Source: an optimization exercise on an open RTL-to-GDS flow (aim: small area, a short achievable clock period and few clock cycles). Production flows keep margins and buffers that such runs may drop.
Function was checked by simulation only, so behaviour that the tests miss may differ from the original.
Power is estimated from default activity; no workload was simulated.

===== flow/design.v =====
module cpu(clk, reset, imem_addr, imem_data, dmem_addr, dmem_we, dmem_wdata, dmem_rdata, done);
  input clk, reset;
  output [11:0] imem_addr;
  input [31:0] imem_data;
  output [15:0] dmem_addr;
  output dmem_we;
  output [31:0] dmem_wdata;
  input [31:0] dmem_rdata;
  output done;
  wire over;
  wire [31:0] ins;
  wire [4:0] EXDest, MADest, WBDest;
  wire [34:0] IFControl;
  wire [105:0] IDResult;
  wire [73:0] EXResult;
  wire [73:0] MAResult;
  wire [37:0] WBResult;
  IF fetch(.clk(clk), .reset(reset), .IFControl(IFControl), .ins(ins), .over(over),
                      .imem_addr(imem_addr), .imem_data(imem_data));
  ID decode(.clk(clk), .reset(reset), .ins(ins), .EXDest(EXDest), .MADest(MADest),
                      .WBDest(WBDest), .WBResult(WBResult),
                      .IFControl(IFControl), .IDResult(IDResult));
  EX alu(.clk(clk), .reset(reset), .IDResult(IDResult), .EXResult(EXResult),
                      .EXDest(EXDest));
  MA mem(.clk(clk), .reset(reset), .EXResult(EXResult), .MAResult(MAResult),
                      .MADest(MADest), .dmem_addr(dmem_addr), .dmem_we(dmem_we),
                      .dmem_wdata(dmem_wdata), .dmem_rdata(dmem_rdata));
  WB write_back(.clk(clk), .reset(reset), .MAResult(MAResult),
                      .WBResult(WBResult), .WBDest(WBDest));
  reg [1:0] drain;
  always @(posedge clk) begin
    if (reset)
      drain <= 2'd0;
    else if (over && IFControl[34] && drain != 2'd3)
      drain <= drain + 2'd1;
  end
  assign done = (drain == 2'd3);
endmodule
module IF(clk, reset, IFControl, ins, over, imem_addr, imem_data);
  input clk, reset;
  input [34:0] IFControl;
  output [31:0] ins;
  reg [31:0] ins;
  output over;
  output [11:0] imem_addr;
  input [31:0] imem_data;
  reg [31:0] PC;
  wire IFControlValid;
  wire IFControlBranch;
  wire IFControlStop;
  wire [31:0] IFControlBranchAddress;
  assign IFControlValid = IFControl[34]; 
  assign IFControlBranch = IFControl[33]; 
  assign IFControlStop = IFControl[32]; 
  assign IFControlBranchAddress = IFControl[31:0]; 
  wire [31:0] ins_out;
  assign imem_addr = PC[13:2];
  assign ins_out = imem_data;
  reg over_q;
  assign over = !reset && (over_q || (ins_out[31:28] == 4'b1111));
  always @(posedge clk) begin
    if (reset)
      over_q <= 1'b0;
    else
      over_q <= over;
  end
  reg ins_flag; 
  always @(posedge clk) begin
    if (reset)
      ins_flag <= 0;
    else
      ins_flag <= 1;
  end
  always @(posedge clk) begin
    if (reset) begin
      ins <= 0;
    end else if (IFControlStop) begin
      ins <= 0;
    end else if (!over && ins_flag && !(ins_out[31:28] == 4'b1111)) begin
      ins <= ins_out;
    end else begin
      ins <= 32'h00000000;
    end
  end
  always @(posedge clk) begin
    if (reset) begin
      PC <= 0;
    end else if (IFControlBranch) begin
      PC <= IFControlBranchAddress;
    end else if (IFControlValid) begin
      PC <= PC + 4;
    end else begin
      PC <= PC;
    end
  end
endmodule
module ID(clk, reset, ins, EXDest, MADest, WBDest, WBResult, IFControl, IDResult);
  input clk, reset;
  input [31:0] ins;
  input [4:0] EXDest, MADest, WBDest;
  input [37:0] WBResult;
  output [105:0] IDResult;
  reg [105:0] IDResult;
  output [34:0] IFControl;
  wire WBResultValid;
  wire [4:0] WBResultDest;
  wire [31:0] WBResultSrc;
  assign WBResultValid = WBResult[37];
  assign WBResultDest = WBResult[36:32];
  assign WBResultSrc = WBResult[31:0];
  wire [3:0] IDResultOpcode;
  reg [4:0] IDResultDest;
  wire [31:0] IDResultRec1;
  wire [31:0] IDResultRec2;
  reg [31:0] IDResultImm;
  reg IFControlValid;
  reg IFControlBranch;
  reg IFControlStop;
  reg [31:0] IFControlAddress;
  reg [31:0] innerIns;
  reg inner;
  always @(posedge clk) begin
    if (reset) begin
      inner <= 1'b0;
      innerIns <= 0;
    end else begin
      if (IFControlValid) begin
        inner <= 1'b0;
        innerIns <= 0;
      end else if (!inner) begin
        inner <= 1'b1;
        innerIns <= ins;
      end
    end
  end
  reg [31:0] curIns;
  always @(*) begin
    if (!inner)
      curIns = ins;
    else
      curIns = innerIns;
  end
  reg [4:0] regAddress1, regAddress2;
  always @(*) begin
    if (curIns[31:28]==4'b1011 || curIns[31:28]==4'b1100 ||
        curIns[31:28]==4'b1101 || curIns[31:28]==4'b1110 || curIns[31:28]==4'b1111) begin
      regAddress1 = curIns[27:23];
      regAddress2 = 0;
      IDResultDest = 0;
      IDResultImm = {9'b000000000, curIns[22:0]};
    end else if (curIns[31:28]==4'b1001) begin
      regAddress1 = curIns[27:23];
      regAddress2 = curIns[22:18];
      IDResultDest = 0;
      IDResultImm = {{15{curIns[17]}}, curIns[16:0]};
    end else if (curIns[31:28]==4'b0100 || curIns[31:28]==4'b0101 ||
        curIns[31:28]==4'b0110 || curIns[31:28]==4'b0111 || curIns[31:28]==4'b1000) begin
      regAddress1 = curIns[22:18];
      regAddress2 = 0;
      IDResultDest = curIns[27:23];
      IDResultImm = {{15{curIns[17]}}, curIns[16:0]};
    end else if (curIns[31:28]==4'b0001 || curIns[31:28]==4'b0010 ||
        curIns[31:28]==4'b0011) begin
      regAddress1 = curIns[22:18];
      regAddress2 = curIns[17:13];
      IDResultDest = curIns[27:23];
      IDResultImm = 0;
    end else if (curIns[31:28]==4'b1010) begin
      regAddress1 = 0;
      regAddress2 = 0;
      IDResultDest = 0;
      IDResultImm = {4'b0000, curIns[27:0]};
    end else begin
      regAddress1 = 0;
      regAddress2 = 0;
      IDResultDest = 0;
      IDResultImm = 0;
    end
  end
  Register registers(.clk(clk), .reset(reset), .rin1(regAddress1), .rout1(IDResultRec1),
  .rin2(regAddress2), .rout2(IDResultRec2), .we(WBResultValid),
  .waddr(WBResultDest), .win(WBResultSrc));
  assign IDResultOpcode = curIns[31:28];
  reg reset_over;
  always @(posedge clk) begin
    if (reset)
      reset_over <= 0;
    else
      reset_over <= 1;
  end
  always @(*) begin
    if (reset_over) begin
      IFControlValid = 1'b1;
    end else begin
      IFControlValid = 1'b0;
    end
    if (curIns[31:28] == 4'b1011 || curIns[31:28] == 4'b1100 ||
        curIns[31:28] == 4'b1101 || curIns[31:28] == 4'b1110 || curIns[31:28] == 4'b1111) begin
       if ((curIns[27:23] != 0) &&
          ((curIns[27:23] == EXDest) || (curIns[27:23] == MADest) || (curIns[27:23] == WBDest)))
         IFControlValid = 1'b0;
    end else if (curIns[31:28] == 4'b1001) begin
      if (((curIns[27:23] != 0) &&
          ((curIns[27:23] == EXDest) || (curIns[27:23]==MADest) || (curIns[27:23]==WBDest))) ||
          ((curIns[22:18] != 0) &&
          ((curIns[22:18] == EXDest) || (curIns[22:18]==MADest) || (curIns[22:18]==WBDest))) )
         IFControlValid = 1'b0;
    end else if (curIns[31:28] == 4'b0100 || curIns[31:28] == 4'b0101 ||
        curIns[31:28] == 4'b0110 || curIns[31:28] == 4'b0111 || curIns[31:28] == 4'b1000) begin
      if ((curIns[22:18] != 0) &&
        ((curIns[22:18] == EXDest) || (curIns[22:18] == MADest) || (curIns[22:18] == WBDest)))
         IFControlValid = 1'b0;
    end else if (curIns[31:28] == 4'b0001 || curIns[31:28] == 4'b0010 || curIns[31:28] == 4'b0011) begin
      if (((curIns[22:18] != 0) &&
          ((curIns[22:18] == EXDest) || (curIns[22:18] == MADest) || (curIns[22:18] == WBDest))) ||
          ((curIns[17:13] != 0) &&
          ((curIns[17:13] == EXDest) || (curIns[17:13] == MADest) || (curIns[17:13] == WBDest))))
         IFControlValid = 1'b0;
    end
  end
  always @(*) begin
    IFControlBranch = 1'b0;
    IFControlAddress = 32'h00000000;
    IFControlStop = 1'b0;
    if (curIns[31:28]==4'b1010) begin
      IFControlBranch = 1'b1;
      IFControlAddress = {4'b0000, curIns[27:0]};
      IFControlStop = 1'b1;
    end else if (curIns[31:28]==4'b1011 || curIns[31:28]==4'b1100 ||
        curIns[31:28]==4'b1101 || curIns[31:28]==4'b1110 || curIns[31:28]==4'b1111) begin
          if ((curIns[27:23] != EXDest) &&
              (curIns[27:23] != MADest) && (curIns[27:23] != WBDest)) begin
            case(curIns[31:28])
              4'b1011 : begin
                  if (IDResultRec1 == 0) begin
                    IFControlBranch = 1'b1;
                    IFControlAddress = {9'b000000000, curIns[22:0]};
                    IFControlStop = 1'b1;
                  end
                end
              4'b1100 : begin
                  if (IDResultRec1[31] == 0 && IDResultRec1[30:0] != 0) begin
                    IFControlBranch = 1'b1;
                    IFControlAddress = {9'b000000000, curIns[22:0]};
                    IFControlStop = 1'b1;
                  end
                end
              4'b1101 : begin
                  if (IDResultRec1[31] == 1) begin
                    IFControlBranch = 1'b1;
                    IFControlAddress = {9'b000000000, curIns[22:0]};
                    IFControlStop = 1'b1;
                  end
                end
              4'b1110 : begin
                  if (IDResultRec1[31] == 0) begin
                    IFControlBranch = 1'b1;
                    IFControlAddress = {9'b000000000, curIns[22:0]};
                    IFControlStop = 1'b1;
                  end
                end
              default : ;
            endcase
          end
    end
  end
  assign IFControl[34] = IFControlValid;
  assign IFControl[33] = IFControlBranch;
  assign IFControl[32] = IFControlStop;
  assign IFControl[31:0] = IFControlAddress;
  always @(posedge clk) begin
    if (reset) begin
      IDResult <= 0;
    end else if (!IFControlStop) begin
      IDResult[105] <= IFControlValid;
      IDResult[104:101] <= IDResultOpcode;
      IDResult[100:96] <= IDResultDest;
      IDResult[95:64] <= IDResultRec1;
      IDResult[63:32] <= IDResultRec2;
      IDResult[31:0] <= IDResultImm;
    end
  end
endmodule
module EX(clk, reset, IDResult, EXResult, EXDest);
  input clk, reset;
  input [105:0] IDResult;
  output [73:0] EXResult;
  reg [73:0] EXResult;
  output [4:0] EXDest;
  reg[4:0] EXDest;
  wire IDResultValid;
  wire [3:0] IDResultOpcode;
  wire [4:0] IDResultDest;
  wire [31:0] IDResultRec1;
  wire [31:0] IDResultRec2;
  wire [31:0] IDResultImm;
  assign IDResultValid = IDResult[105];
  assign IDResultOpcode = IDResult[104:101];
  assign IDResultDest = IDResult[100:96];
  assign IDResultRec1 = IDResult[95:64];
  assign IDResultRec2 = IDResult[63:32];
  assign IDResultImm = IDResult[31:0];
  reg EXResultValid;
  reg [3:0] EXResultOpcode;
  reg [4:0] EXResultDest;
  reg [31:0] EXResultAnswer;
  reg [31:0] EXResultValue;
  always @(*) begin
    if (IDResultValid)
      EXDest = IDResultDest;
    else
      EXDest = 0;
  end
  always @(*) begin
    EXResultValid = 0;
    EXResultOpcode = 0;
    EXResultDest = 0;
    EXResultAnswer = 32'h00000000;
    EXResultValue = 32'h00000000;
    if (IDResultValid) begin
      EXResultValid = 1'b1;
      EXResultOpcode = IDResultOpcode;
      EXResultDest = IDResultDest;
      case(IDResultOpcode)
        4'b0001:begin
          EXResultAnswer = IDResultRec1 + IDResultRec2;
        end
        4'b0010:begin
          EXResultAnswer = IDResultRec1 - IDResultRec2;
        end
        4'b0011:begin
          EXResultAnswer = IDResultRec1 * IDResultRec2;
        end
        4'b0100:begin
          EXResultAnswer = IDResultRec1 + IDResultImm;
        end
        4'b0101:begin
          EXResultAnswer = IDResultRec1 - IDResultImm;
        end
        4'b0110:begin
          EXResultAnswer = IDResultRec1 * IDResultImm;
        end
        4'b0111:begin
          EXResultAnswer = IDResultRec1 << IDResultImm[3:0];
        end
        4'b1000:begin
          EXResultAnswer = IDResultRec1 + IDResultImm;
        end
        4'b1001:begin
          EXResultAnswer = IDResultRec2 + IDResultImm;
          EXResultValue = IDResultRec1;
        end
        default : ;
      endcase
    end
  end
  always @(posedge clk) begin
    if (reset)
      EXResult <= 0;
    else begin
      EXResult[73] <= EXResultValid;
      EXResult[72:69] <= EXResultOpcode;
      EXResult[68:64] <= EXResultDest;
      EXResult[63:32] <= EXResultAnswer;
      EXResult[31:0] <= EXResultValue;
    end
  end
endmodule
module MA(clk, reset, EXResult, MAResult, MADest, dmem_addr, dmem_we, dmem_wdata, dmem_rdata);
  input clk, reset;
  input [73:0] EXResult;
  output [73:0] MAResult;
  output [4:0] MADest;
  output [15:0] dmem_addr;
  output dmem_we;
  output [31:0] dmem_wdata;
  input [31:0] dmem_rdata;
  reg [73:0] MAResult;
  reg [4:0] MADest;
  wire EXResultValid;
  wire [3:0] EXResultOpcode;
  wire [4:0] EXResultDest;
  wire [31:0] EXResultAnswer;
  wire [31:0] EXResultValue;
  assign EXResultValid = EXResult[73];
  assign EXResultOpcode = EXResult[72:69];
  assign EXResultDest = EXResult[68:64];
  assign EXResultAnswer = EXResult[63:32];
  assign EXResultValue = EXResult[31:0];
  wire MAResultValid;
  wire [3:0] MAResultOpcode;
  wire [4:0] MAResultDest;
  wire [31:0] MAResultAnswer;
  wire [31:0] MAResultMemoryAnswer;
  always @(*) begin
    if (EXResultValid)
      MADest = EXResultDest;
    else
      MADest = 0;
  end
  reg rd_we; 
  always @(*) begin
    rd_we = 0;
    if (EXResultOpcode == 4'b1001)
      rd_we = 1;
  end
  assign MAResultValid = EXResultValid;
  assign MAResultOpcode = EXResultOpcode;
  assign MAResultDest = EXResultDest;
  assign MAResultAnswer = EXResultAnswer;
  assign dmem_addr = EXResultAnswer[17:2];
  assign dmem_we = rd_we;
  assign dmem_wdata = EXResultValue;
  assign MAResultMemoryAnswer = dmem_rdata;
  always @(posedge clk) begin
    if (reset)
      MAResult <= 0;
    else begin
      MAResult[73] <= MAResultValid;
      MAResult[72:69] <= MAResultOpcode;
      MAResult[68:64] <= MAResultDest;
      MAResult[63:32] <= MAResultAnswer;
      MAResult[31:0] <= MAResultMemoryAnswer;
    end
  end
endmodule
module WB(clk, reset, MAResult, WBResult, WBDest);
  input clk, reset;
  input [73:0] MAResult;
  output [37:0] WBResult;
  reg[37:0] WBResult;
  output [4:0] WBDest;
  reg [4:0] WBDest;
  wire MAResultValid;
  wire [3:0] MAResultOpcode;
  wire [4:0] MAResultDest;
  wire [31:0] MAResultAnswer;
  wire [31:0] MAResultMemoryAnswer;
  assign MAResultValid = MAResult[73];
  assign MAResultOpcode = MAResult[72:69];
  assign MAResultDest = MAResult[68:64];
  assign MAResultAnswer = MAResult[63:32];
  assign MAResultMemoryAnswer = MAResult[31:0];
  reg WBResultValid;
  reg [4:0] WBResultDest;
  reg [31:0] WBResultSrc;
  always @(*) begin
    if (MAResultValid)
      WBDest = MAResultDest;
    else
      WBDest = 0;
  end
  always @(*) begin
    WBResultValid = 0;
    WBResultDest = 0;
    WBResultSrc = 0;
    if (MAResultValid) begin
      if ((MAResultOpcode[3]==1'b0) || (MAResultOpcode==4'b1000)) begin
        WBResultValid = 1'b1;
        WBResultDest = MAResultDest;
        if (MAResultOpcode == 4'b1000)
          WBResultSrc = MAResultMemoryAnswer;
        else
          WBResultSrc = MAResultAnswer;
      end
    end
  end
  always @(*) begin
    WBResult[37] = WBResultValid;
    WBResult[36:32] = WBResultDest;
    WBResult[31:0] = WBResultSrc;
  end
endmodule
module Register(clk, reset, rin1, rout1, rin2, rout2, we, waddr, win);
  input clk, reset, we;
  input [4:0] rin1, rin2, waddr;
  input [31:0] win;
  output [31:0] rout1, rout2;
  reg [31:0] R[31:1];
  assign rout1 = (rin1 == 5'd0) ? 32'b0 : R[rin1];
  assign rout2 = (rin2 == 5'd0) ? 32'b0 : R[rin2];
  integer i;
  always @(posedge clk) begin
    if (reset) begin
      for (i = 1; i <= 31; i = i + 1)
        R[i] <= 32'b0;
    end else if (we && waddr != 0) begin
      R[waddr] <= win;
    end
  end
endmodule

===== flow/config.mk =====
export PLATFORM = sky130hd
export DESIGN_NAME = cpu
export DESIGN_NICKNAME = cpu
export VERILOG_FILES = /design/flow/design.v
export SDC_FILE = /design/flow/constraint.sdc
export NUM_CORES = 4
export LEC_CHECK = 0
export CAP_MARGIN = 20
export CORE_MARGIN = 2
export CORE_UTILIZATION = 40
export SLEW_MARGIN = 20

===== flow/run.sh =====
#!/bin/bash
# synth_recipe.tcl (not shown) runs the flow's synth.tcl, then flattens the netlist and writes it again
# the make line also repeats each setting of config.mk as NAME=value (left out here)
make -C /OpenROAD-flow-scripts/flow DESIGN_CONFIG=/design/flow/config.mk WORK_HOME=/design/flow/orfs CLKGATE_MAP_FILE= SYNTH_SCRIPT=/design/flow/synth_recipe.tcl finish

===== flow/constraint.sdc =====
create_clock -name core_clock -period 10.0 [get_ports {clk}]
set_input_delay 2.0000 -clock core_clock [delete_from_list [all_inputs] [get_ports {clk}]]
set_output_delay 2.0000 -clock core_clock [all_outputs]
set_load 0.01 [all_outputs]

==> impl_summary.txt <==
----------------------------------------------------
[Timing]
  Count of endpoints failing setup in the final report ... 0
  Worst hold slack ... 0.408 ns
  Setup total negative slack ... 0 ns
  Final-report hold violation count ... 0
  Part of the cycle the worst path needs ... 0.923
  Top achievable clock speed ... 108 MHz
  Transition at the pin with the smallest max-transition slack ... 1.23 ns
  Count of pins over their slew limit ... 0
  Setup repair after global routing missed its margin ... false
  Relative max-transition margin ... 0.174
  Clock Skew ... 0.0978 ns
  Time the final worst path needs with I/O delays and setup ... 9.23 ns

[Synthesis]
  Sequential cell area fraction in the yosys report ... 0.355
  Top FF cell, synth ... sky130_fd_sc_hd__edfxtp_1
  Cell area after technology mapping ... 105000 sq um
  Number of flops mapped to enable cells by yosys ... 1024
  Synth async-reset ratio ... 0
  Area share of the leading cell type in the synthesized netlist ... 0.292
  Synth Register Bits ... 1356
  Number of warnings printed during yosys synthesis ... 7
  Average size of a mapped cell ... 8.91 sq um
  Post-synth top area cell ... sky130_fd_sc_hd__edfxtp_1
  Yosys cell types ... 105
  Top cells by area, synth ... sky130_fd_sc_hd__edfxtp_1 (29%), sky130_fd_sc_hd__fa_1 (16%), sky130_fd_sc_hd__nand2_1 (8.7%)
  Synthesized netlist cell count ... 11800

[Power and ir drop]
  Sequential group share of total power ... 0.439
  Worst ir drop on vdd ... 0.000127 V
  Portion of total power attributed to the clock network ... 0.428
  Pleak ... 46.1 nW
  Part of the power in combinational logic ... 0.133
  Power per unit of standard cell area ... 126 nW/um^2
  Pint ... 10.4 mW
  Switch share ... 0.284
  Switching power ... 4.14 mW

[CTS]
  Clk slew on worst S/H paths ... 0.07 ns
  Post-CTS Hold Buffers ... 0
  Maximum root-to-sink buffer count ... 4
  Count of H-tree levels built during CTS ... 4
  Number of instances resized during post-cts repair ... 0
  Number of buffers added by the clock tree synthesis step ... 165
  Clk latency of the worst-skew pair ... 0.87 ns
  Setup fix buffers added after clock tree synthesis ... 0
  CTS tree ... built
  Sinks on Clock Net ... 1356
  Clock tree root driver cell ... sky130_fd_sc_hd__clkbuf_16

[Setup path]
  Flop-to-flop setup slack ... 0.77 ns
  Req. time, crit path ... 10.62 ns
  Class of the most critical setup path ... register to register
  Kind of end point of the critical path ... register
  Reg-to-reg endpoint ... decode.IDResult[74]$_SDFFE_PP0P_
  Startpoint Class ... register
  R2r worst-path depth ... 20
  CP Max Fanout ... 27
  Crit path DAT ... 9.85 ns
  R2r startpoint ... decode.inner$_SDFF_PP0_

[Floorplan]
  Boundary pin count ... 128
  Effective utilization at floorplan ... 0.402
  Chip width ... 517 microns
  Die outline height ... 517 microns
  Number of core rows ... 188
  Die footprint ... 268000 sq um
  Std-Cell Core Area ... 262000 sq um

[Routing]
  Met3 wire length ... 60500 microns
  Post-detailed-route via-to-cell ratio ... 6.13
  Highest signal layer in the routed design ... met5
  Met2 layer wire length in the routed design ... 189000 microns
  Initial DRC count ... 13500
  WL per Instance ... 29.7 microns
  Count of unresolved DRC violations after routing ... 0
  Number of optimization iterations in the first detailed-route pass ... 7
  WL met1 ... 168000 microns
  DRT Wirelength ... 449000 microns
  Final ANT Viol Nets ... 0
  Vias ... 92600

[Final layout]
  Leading cell type in the layout, fill and taps excluded ... sky130_fd_sc_hd__nand2_1
  Most used cells in the layout excluding fill and tap cells ... sky130_fd_sc_hd__nand2_1 (2364), sky130_fd_sc_hd__nor2_1 (1195), sky130_fd_sc_hd__edfxtp_1 (1024), sky130_fd_sc_hd__inv_1 (945), sky130_fd_sc_hd__fa_1 (818)
  Share of cells above drive strength 1 ... 0.0724
  Sequential standard cell area ... 37400 sq um
  Area growth from synthesis to layout ... 9.58%
  Net count reported at finish ... 12700
  Multi-input gate area ... 60700 sq um
  Fill cell count ... 25200

[Global route]
  Wire length of the first global-routing pass ... 641000 microns
  Total congestion overflow after global routing ... 0
  Initial antenna violation count ... 40
  Largest net degree at the start of global routing ... 137
  Number of global-route vias before repair ... 90100
  Total Routing Usage GR ... 0.330

[Outcome]
  Status ... complete, no violations

[Hold path]
  Min-Delay Path Depth ... 1
  Hold path startpoint ... alu.EXResult[52]$_SDFF_PP0_
  Hold Crit Class ... register to register
  Worst-case hold path end point ... mem.MAResult[52]$_SDFF_PP0_

[Place]
  Port Buf Inserts ... 127
  Sum of net half-perimeters after detailed placement ... 298000 microns
  Routability-driven placement congestion ratio ... 1.01

[Flow run]
  Count of max-cap constraint violations ... 0

----------------------------------------------------
[metal layers]
metal | GRT usage | vias up
met5 | 0 | -
met4 | 0.198 | 30
met3 | 0.0967 | 1391
met2 | 0.481 | 6675
met1 | 0.431 | 45900
li1 | - | 38600
[power groups by stage]
stage	sequential (mW)	clock [mW]	combinational (mW)
finish	6.40	6.23	1.94
global route	6.42	6.43	2.01
CTS	6.39	6.24	1.86
detailed placement	6.51	0	1.85
global placement	6.50	0	1.85
floorplan	6.41	0	1.12
[through the flow]
step | cells | area [sq um] | util | total power [mW] | setup slack (ns)
after global placement | 14800 | 110000 | 0.419 | 8.35 | 1.32
after global routing | 15100 | 116000 | 0.440 | 14.9 | 0.825
final | 15100 | 116000 | 0.441 | 14.6 | 0.771
after floorplan | 11900 | 106000 | - | 7.53 | 1.87
after CTS | 15100 | 115000 | 0.440 | 14.5 | 1.31
after detailed placement | 14800 | 110000 | 0.420 | 8.36 | 1.34
[Yosys cell counts, drive strengths merged, types with 21 or more instances]
cell type,n
nor2b,97
xor2,61
a31oi,137
ha,311
nor3,105
a21o,39
or3,29
a22oi,24
nand3,592
mux2i,248
nand4,27
a311oi,202
and3,208
fa,818
nor2,1204
buf,341
dfxtp,332
nand2b,35
clkbuf,691
a21oi,252
o21ai,165
o211ai,49
nand2,2441
o2bb2ai,36
inv,946
a221oi,60
a211oi,115
nor3b,21
o21a,30
edfxtp,1024
o2111ai,44
o22ai,35
mux2,51
a22o,25
xnor2,176
and2,588
[logic make-up after synthesis]
kind of cell | after synthesis | share of synthesized area
buffers and inverters | 1979 | 0.0768
adders and majority gates | 1129 | 0.192
xor gates and xnor gates | 237 | 0.0197
DFF | 1356 | 0.355
AOI/OAI and AO/OA | 1410 | 0.0960
muxes | 314 | 0.0323
and+or+nand+nor | 5408 | 0.228
other | 1 | 0.0000356
[sequential cells by signal (all words and copies together), names as in the netlist, 2 cells and up]
name / cells
decode.registers.R: 1024
decode.IDResult: 103
alu.EXResult: 74
mem.MAResult: 74
decode.innerIns: 32
fetch.ins: 32
fetch.PC: 12
drain: 2
[area by class of cell]
type / instances / area share
multi-input combinational: 8530 / 0.525
clock buffer: 210 / 0.0398
tap: 3515 / 0.0381
timing repair buffer: 464 / 0.0350
antenna: 17 / 0.000368
sequential: 1356 / 0.324
inverter: 947 / 0.0308
clock inverter: 85 / 0.00710
[worst max-delay path: stages (launching register included)]
cell and delay (ns):
sky130_fd_sc_hd__dfxtp_2 0.82, sky130_fd_sc_hd__or4b_1 0.72, sky130_fd_sc_hd__a211oi_4 0.84, sky130_fd_sc_hd__a211oi_4 0.22
sky130_fd_sc_hd__buf_8 0.26, sky130_fd_sc_hd__buf_4 0.21, sky130_fd_sc_hd__nor3_4 0.86, sky130_fd_sc_hd__buf_4 0.37
sky130_fd_sc_hd__nand3_1 0.11, sky130_fd_sc_hd__o2111ai_1 0.37, sky130_fd_sc_hd__o32ai_1 0.22, sky130_fd_sc_hd__buf_4 0.25
sky130_fd_sc_hd__nor3_1 0.43, sky130_fd_sc_hd__nand3_1 0.31, sky130_fd_sc_hd__nor4_2 0.66, sky130_fd_sc_hd__a211oi_1 0.26
sky130_fd_sc_hd__o21ai_4 0.23, sky130_fd_sc_hd__buf_4 0.45, sky130_fd_sc_hd__buf_4 0.37, sky130_fd_sc_hd__a21oi_1 0.10
sky130_fd_sc_hd__a211oi_1 0.85
[worst max path at each step]
stage	start	cells past startpoint	slack, ns	end
after CTS	decode.IDResult[70]$_SDFFE_PP0P_	26	1.31	alu.EXResult[63]$_SDFF_PP0_
final	decode.inner$_SDFF_PP0_	20	0.77	decode.IDResult[74]$_SDFFE_PP0P_
after global routing	decode.inner$_SDFF_PP0_	20	0.83	decode.IDResult[74]$_SDFFE_PP0P_
after detailed placement	decode.IDResult[70]$_SDFFE_PP0P_	26	1.34	alu.EXResult[63]$_SDFF_PP0_
after floorplan	decode.IDResult[2]$_SDFFE_PP0P_	32	1.87	alu.EXResult[63]$_SDFF_PP0_
after global placement	decode.IDResult[70]$_SDFFE_PP0P_	26	1.32	alu.EXResult[63]$_SDFF_PP0_
Testbench counts, summed over its fixed seeds: cycles 81,643.

re-timing with driven ports:
In the flow no input, the clock included, has a driving cell. The finished layout below was timed again as built, in two steps. Step 1 (the two cells are an assumption about what drives the block):
set clk [get_ports {clk}]
set_driving_cell -lib_cell sky130_fd_sc_hd__clkbuf_16 $clk
set_driving_cell -lib_cell sky130_fd_sc_hd__buf_2 [delete_from_list [all_inputs] $clk]
Step 2 also shifts input and output timing later by t, the mid clock arrival at the registers, as if the neighbouring blocks saw the same clock. Slacks: no drivers / after step 1 / after step 2; pairs: no drivers / after step 1.
t (ns): 0.904
slack for setup (ns): 0.771 / 0.771 / 0.771
latest minus earliest clock arrival (ns): 0.098 / 0.099
After both steps this run still meets setup and hold. The setup slack of this run moves by 0.000 ns with the drivers and by 0.000 ns with both steps.
